Context: an optimization exercise on an open-source flow, tuned for small area and a short achievable clock period. The choices shown serve that exercise and are no tape-out recipe.
Only simulation tests tie the RTL to the original design; equivalence was not proved.

==> flow/design.v, too long to show whole: its modules and the start of the top module <==
// module iir_df_i_ref: 2360 lines
module iir_df_i_ref
	#(
		parameter N = 2,
		parameter X_WIDTH = 12,
		parameter Y_WIDTH = 12,
		parameter PRECISION = 32,
		parameter COEFF_WIDTH = 16,
		parameter Q = 14
	)
	(
		 input rst_n,
		 input clk,
		 input signed [X_WIDTH-1:0] x,
		 input [(COEFF_WIDTH*N)-1:0] packed_a_coeffs,
		 input [(COEFF_WIDTH*(N+1))-1:0] packed_b_coeffs,
		 output signed [Y_WIDTH-1:0] y
    );
  // ...
==> flow/flow/run.sh <==
#!/bin/bash
# Layout flow: the standard ORFS flow (standard.sh: the standard synthesis,
# floorplan, placement, CTS, routing and finish) with two make variables
# changed on its command line:
#   SETUP_SLACK_MARGIN=13.5   repair_timing keeps improving setup paths until their
#                           slack at the 21 ns clock reaches 13.5 ns, so that the
#                           achieved period (21 ns less the slack) is optimised,
#                           not only the 21 ns constraint;
#   MATCH_CELL_FOOTPRINT=0  lets the resizer replace a cell with a faster one of
#                           another footprint (the port buffers, for instance).
# The clock, the SDC and the synthesis are the standard flow's, unchanged.  make's full
# output goes to standard_finish.log; ORFS keeps each step's log under orfs/logs.
set -uo pipefail
bash standard.sh SETUP_SLACK_MARGIN=13.5 MATCH_CELL_FOOTPRINT=0 finish > standard_finish.log 2>&1
==> flow/standard.sh <==
#!/bin/bash
# synth_recipe.tcl (not shown) runs the flow's synth.tcl, then flattens the netlist and writes it again
# the make line also repeats each setting of config.mk as NAME=value (left out here)
make -C /OpenROAD-flow-scripts/flow DESIGN_CONFIG=/design/flow/config.mk WORK_HOME=/design/flow/orfs CLKGATE_MAP_FILE= SYNTH_SCRIPT=/design/flow/synth_recipe.tcl "${@:-finish}"
==> flow/config.mk <==
export PLATFORM = sky130hd
export DESIGN_NAME = iir_df_i_ref
export DESIGN_NICKNAME = iir_df_i_ref
export VERILOG_FILES = /design/flow/design.v
export SDC_FILE = /design/flow/constraint.sdc
export NUM_CORES = 4
export LEC_CHECK = 0
export CAP_MARGIN = 20
export CORE_MARGIN = 2
export CORE_UTILIZATION = 30
export SLEW_MARGIN = 20
==> flow/constraint.sdc <==
create_clock -name core_clock -period 21.0 [get_ports {clk}]
set_input_delay 4.2000 -clock core_clock [delete_from_list [all_inputs] [get_ports {clk}]]
set_output_delay 4.2000 -clock core_clock [all_outputs]
set_load 0.01 [all_outputs]
==> summary.txt, run 1 <==
Starting Density=0.303; max-cap violation count=0; core area=0.114 mm2; CTS tree=done; FF-to-FF setup slack=13.51 ns; status=no timing/DRC/antenna violations; Final Util=0.341; CP Capture Point=y[10]; Die W=344 um; Hold Crit Start=x0r[0]; post-synthesis mux area share=0.0133; clock network area share=0.0167; Total GRT Usage=0.211; hold slack=0.691 ns; mean post-synth cell area=9.50 um2; Critical Path Max Stage Delay=0.55 ns; Top reg by flops=csa; Final Hold Fails=0; I/O pin cnt=106; Synth cell types=75; RR Endpoint=csb[12]; Setup CP Type=register to output port; largest family of logic cells by synthesized area=adder cells; slew margin rel.=0.242; largest cells by area after synthesis=fa_1 32%, xor2_1 9.4%, dfrtp_1 8.3%, a22oi_1 6.4%, xnor2_1 6.0%; skew final=0.0308 ns; Num CTS Buffers=17; complex-gate fraction of the synthesized area=0.190; # port buffers=105; RSZ-0062 raised after global routing=true; Detail Route met2 WL=57.3 mm; Synth top area share=0.321; H-Tree Depth=4; CP required=16.80 ns; Worst Setup Slack, final=13.29 ns; NonClk Buf Share=0.0634
==> inputs of run 2 (changes only) <==
==> flow/flow/run.sh (replaced) <==
#!/bin/bash
# Layout flow: the standard ORFS flow (standard.sh: the standard synthesis,
# floorplan, placement, CTS, routing and finish) with two make variables
# changed on its command line:
#   SETUP_SLACK_MARGIN=14   repair_timing keeps improving setup paths until their
#                           slack at the 21 ns clock reaches 14 ns, so that the
#                           achieved period (21 ns less the slack) is optimised,
#                           not only the 21 ns constraint;
#   MATCH_CELL_FOOTPRINT=0  lets the resizer replace a cell with a faster one of
#                           another footprint (the port buffers, for instance).
# The clock, the SDC and the synthesis are the standard flow's, unchanged.  make's full
# output goes to standard_finish.log; ORFS keeps each step's log under orfs/logs.
set -uo pipefail
bash standard.sh SETUP_SLACK_MARGIN=14 MATCH_CELL_FOOTPRINT=0 finish > standard_finish.log 2>&1
==> run 2 against run 1 <==
Against the previous run: still clean; first-iteration DRC count grew 4.9%; die area is the same; register-to-register slack lost 0.02 ns; global-route usage grew 0.074 points; setup slack lost 0.071 ns; hold slack gained 0.0098 ns; routed wire length shrank 0.12%; largest cell class unchanged; highest routed layer unchanged.
==> summary.txt, run 2 <==
WP data arrival=3.58 ns (was 3.51 ns); syn_nets=4429 (unchanged); CP Cell Sequence=inv_2 > fa_1 > inv_2 > ha_4 > a21oi_4 > o21ai_2 > a2111oi_4 > a21oi_4 > buf_12 > a41o_4 > nand3_4 > nand2_4 > a31oi_4 > xnor2_2 > buf_4 (was inv_2 > fa_1 > inv_2 > ha_4 > a21oi_2 > o21ai_2 > a2111oi_4 > a21oi_2 > buf_12 > a41o_4 > nand3_2 > nand2_2 > a31oi_4 > xnor2_2 > buf_4); Layout Cells excl Fill=5095 (was 5094); CP Max Fanout=4 (was 5); first-pass GRT wire length=188 mm (was 187 mm); drt first pass iters=17 (was 12); Total GRT Usage=0.212 (was 0.211); Num CTS Buffers=17 (unchanged); skew final=0.0270 ns (was 0.0308 ns); Placed Area=0.0370 mm2 (about the same); I/O pin cnt=106 (unchanged); total negative setup slack=0 ns (unchanged); Die W=344 um (unchanged); Regs by FF count=csa x32, csb x31, r1 x18 (unchanged); CP Capture Type=output port (unchanged); CTS tree=done (unchanged); CP startpoint kind=register (unchanged); clock root cell=clkbuf_16 (unchanged); minimum clock period=7.78 ns (was 7.71 ns); share of cells above drive strength 1=0.140 (was 0.103); Final Hold Fails=0 (unchanged); final WL=124 mm (was 125 mm); most common cell after layout, fill and taps aside=fa_1 (unchanged); EDFF count, synth=0 (unchanged); area leader, netlist=fa_1 (unchanged); Worst Setup SP=csc[13] (was csa[13]); Worst-Margin Slew=1.15 ns (was 1.14 ns); HP Class=register to register (unchanged); Die Area=0.118 mm2 (unchanged); pin count of the biggest net entering global routing=60 (was 69); most frequent cells after synthesis=554 x fa_1, 373 x xor2_1, 301 x clkbuf_1, 295 x a22oi_1, 284 x inv_1 (unchanged); CP required=16.80 ns (about the same); detailed-placement wirelength estimate=92.3 mm (was 93.2 mm); Critical Path Max Stage Delay=0.54 ns (was 0.55 ns); Worst-Skew Late Latency=0.56 ns (was 0.55 ns); initial antenna violation count=3 (was 1); post-synthesis sequential area ratio=0.129 (unchanged); Starting DRT DRC Count=3911 (was 3730); # port buffers=105 (unchanged); DRC viols=0 (unchanged); CP Capture Point=y[10] (unchanged); setup violators final=0 (unchanged); final net count=4358 (was 4356); largest cells by area after synthesis=fa_1 32%, xor2_1 9.4%, dfrtp_1 8.3%, a22oi_1 6.4%, xnor2_1 6.0% (unchanged); CP top delay family=compound AO/OA/AOI/OAI gates (unchanged); final antenna-violating net count=0 (unchanged); Slew Viols, Final=0 (unchanged); via count=28735 (was 28819); RR Endpoint=csb[15] (was csb[12]); fin area=0.0396 mm2 (was 0.0390 mm2); FMAX=0.129 GHz (was 0.130 GHz); Starting Density=0.303 (unchanged); Synth top area share=0.321 (unchanged); Core Rows=124 (unchanged); Top reg by flops=csa (unchanged); CTS sink cnt=195 (unchanged); vias in the first global route=29036 (was 28949); RSZ-0062 raised after global routing=true (unchanged); H-Tree Depth=4 (unchanged); clock slew seen by the registers of the worst setup and hold paths=0.09 ns (about the same); DP Cell Count=4985 (was 5002); Setup CP Type=register to output port (unchanged); wire length per cell=24.4 um (was 24.5 um); reg2reg start=csc[13] (was csa[13]); Die Y=344 um (unchanged); status=no timing/DRC/antenna violations (unchanged); grt ovf=0 (unchanged); Largest register FFs=32 (unchanged); slew margin rel.=0.236 (was 0.242); Layout fillers=11459 (was 11528); WP depth=15 (unchanged); Via density=5.64 (was 5.66); core area=0.114 mm2 (unchanged); Synth cell types=75 (unchanged); mean post-synth cell area=9.50 um2 (unchanged); Top FF cell, synth=dfrtp_1 (unchanged); most common cell in the synthesized netlist=fa_1 (unchanged); FF+latch count, synth=195 (unchanged); Routability Congestion=0.957 (was 0.950); FF-to-FF setup slack=13.49 ns (was 13.51 ns); synthesized instance count=3640 (unchanged); Synth async-reset ratio=0.590 (unchanged); worst path bufs/invs=4 (unchanged); max-cap violation count=0 (unchanged); slowest CP cell=fa_1 (unchanged); Mapped Area=0.0346 mm2 (unchanged); Warnings, synthesis=1 (unchanged); synth-to-layout area growth=14.6% (was 12.8%); R2R cell count=24 (was 23); Max Buffers Root-to-Sink=2 (unchanged); most frequent cells in the layout=448 x fa_1, 363 x xor2_1, 294 x a22oi_1 (was 527 x fa_1, 369 x xor2_1, 294 x a22oi_1); crit share post-route=0.370 (was 0.367)
run 2: cell counts after synthesis:
No cell type changed its count.
run 2: cell type report:
type	count	area [um2]	area share
well taps	1512	1890	0.0477
diodes	1	2.50	0.0000631
multi-input cells	2788	28900	0.730
inverters	290	1110	0.0280
clock inverters	14	175	0.00442
repair buffers	276	2590	0.0654
clock buffers	18	439	0.0111
repair inverters	1	5.00	0.000126
flip-flops and latches	195	4490	0.113
run 2: worst min-delay path by stage:
stage | endpoint | start | depth (start not counted) | slack [ns]
after detailed placement | x1r[2] | x0r[2] | 1 | 0.67
after floorplan | x1r[0] | x0r[0] | 0 | 0.35
final | x1r[2] | x0r[2] | 1 | 0.70
after CTS | x1r[0] | x0r[0] | 1 | 0.69
after global placement | x1r[2] | x0r[2] | 1 | 0.68
after global routing | x1r[0] | x0r[0] | 1 | 0.71
run 2: cells by family (layout without fill, tap and decap cells):
family / Yosys count / count (layout) / synth area share
buffers and inverters: 657 / 599 / 0.0731
other: 0 / 1 / 0
muxes: 45 / 45 / 0.0133
adders and majority gates: 696 / 696 / 0.372
AOI/OAI and AO/OA: 926 / 926 / 0.190
DFF: 195 / 195 / 0.129
xor gates and xnor gates: 610 / 610 / 0.154
and+or+nand+nor: 511 / 511 / 0.0677
run 2: metal layers:
metal | wire length (um) | GRT usage
met1 | 46900 | 0.277
met2 | 56800 | 0.326
met3 | 13000 | 0.0455
met4 | 7830 | 0.118
met5 | 11 | 0
run 2: repair_timing:
action                                 4_1_cts  5_1_grt
buffers inserted                            41       30
resized for setup                          285       95
pin swaps                                  142       86
endpoints found under the hold margin        0        0
hold buffers                                 0        0
setup endpoints to repair                   59       46
cloned                                       5        1
run 2: metrics by stage:
stage | hold slack, ns | utilization | worst slack (ns)
2_1_floorplan | 0.352 | - | 13.98
3_3_place_gp | 0.675 | 0.324 | 12.76
3_5_place_dp | 0.671 | 0.324 | 12.65
4_1_cts | 0.686 | 0.342 | 13.28
5_1_grt | 0.712 | 0.347 | 13.13
6_report | 0.701 | 0.347 | 13.22

[static timing again, ports no longer ideal]
The flow's constraints put no driver on any port. The routed layouts listed below were extracted and timed again, unchanged, in two steps. Step 1, drivers: a clkbuf_16 drives clk and a buf_2 each remaining input, both assumed. Step 2 times the ports against the registers' clock, not the clock port: input delays grow and output delays shrink by t, the midpoint of the rising clock arrivals with the driver on. Three values: no drivers, after step 1, after step 2; two values: the first two.
run	t, ns	setup WS [ns]	latest minus earliest clock arrival (ns)	slew at the worst register clock pin (ns)	worst data-port slew with drivers (ns)
run 1	0.612	13.292 / 13.220 / 13.048	0.031 / 0.030	0.10 / 0.10	0.08
run 2	0.627	13.221 / 13.144 / 13.201	0.027 / 0.027	0.10 / 0.10	0.10
After both steps every run listed still meets setup and hold. For run 1, which loses most, drivers alone change the setup slack by -0.072 ns; drivers and shift together by -0.244 ns.
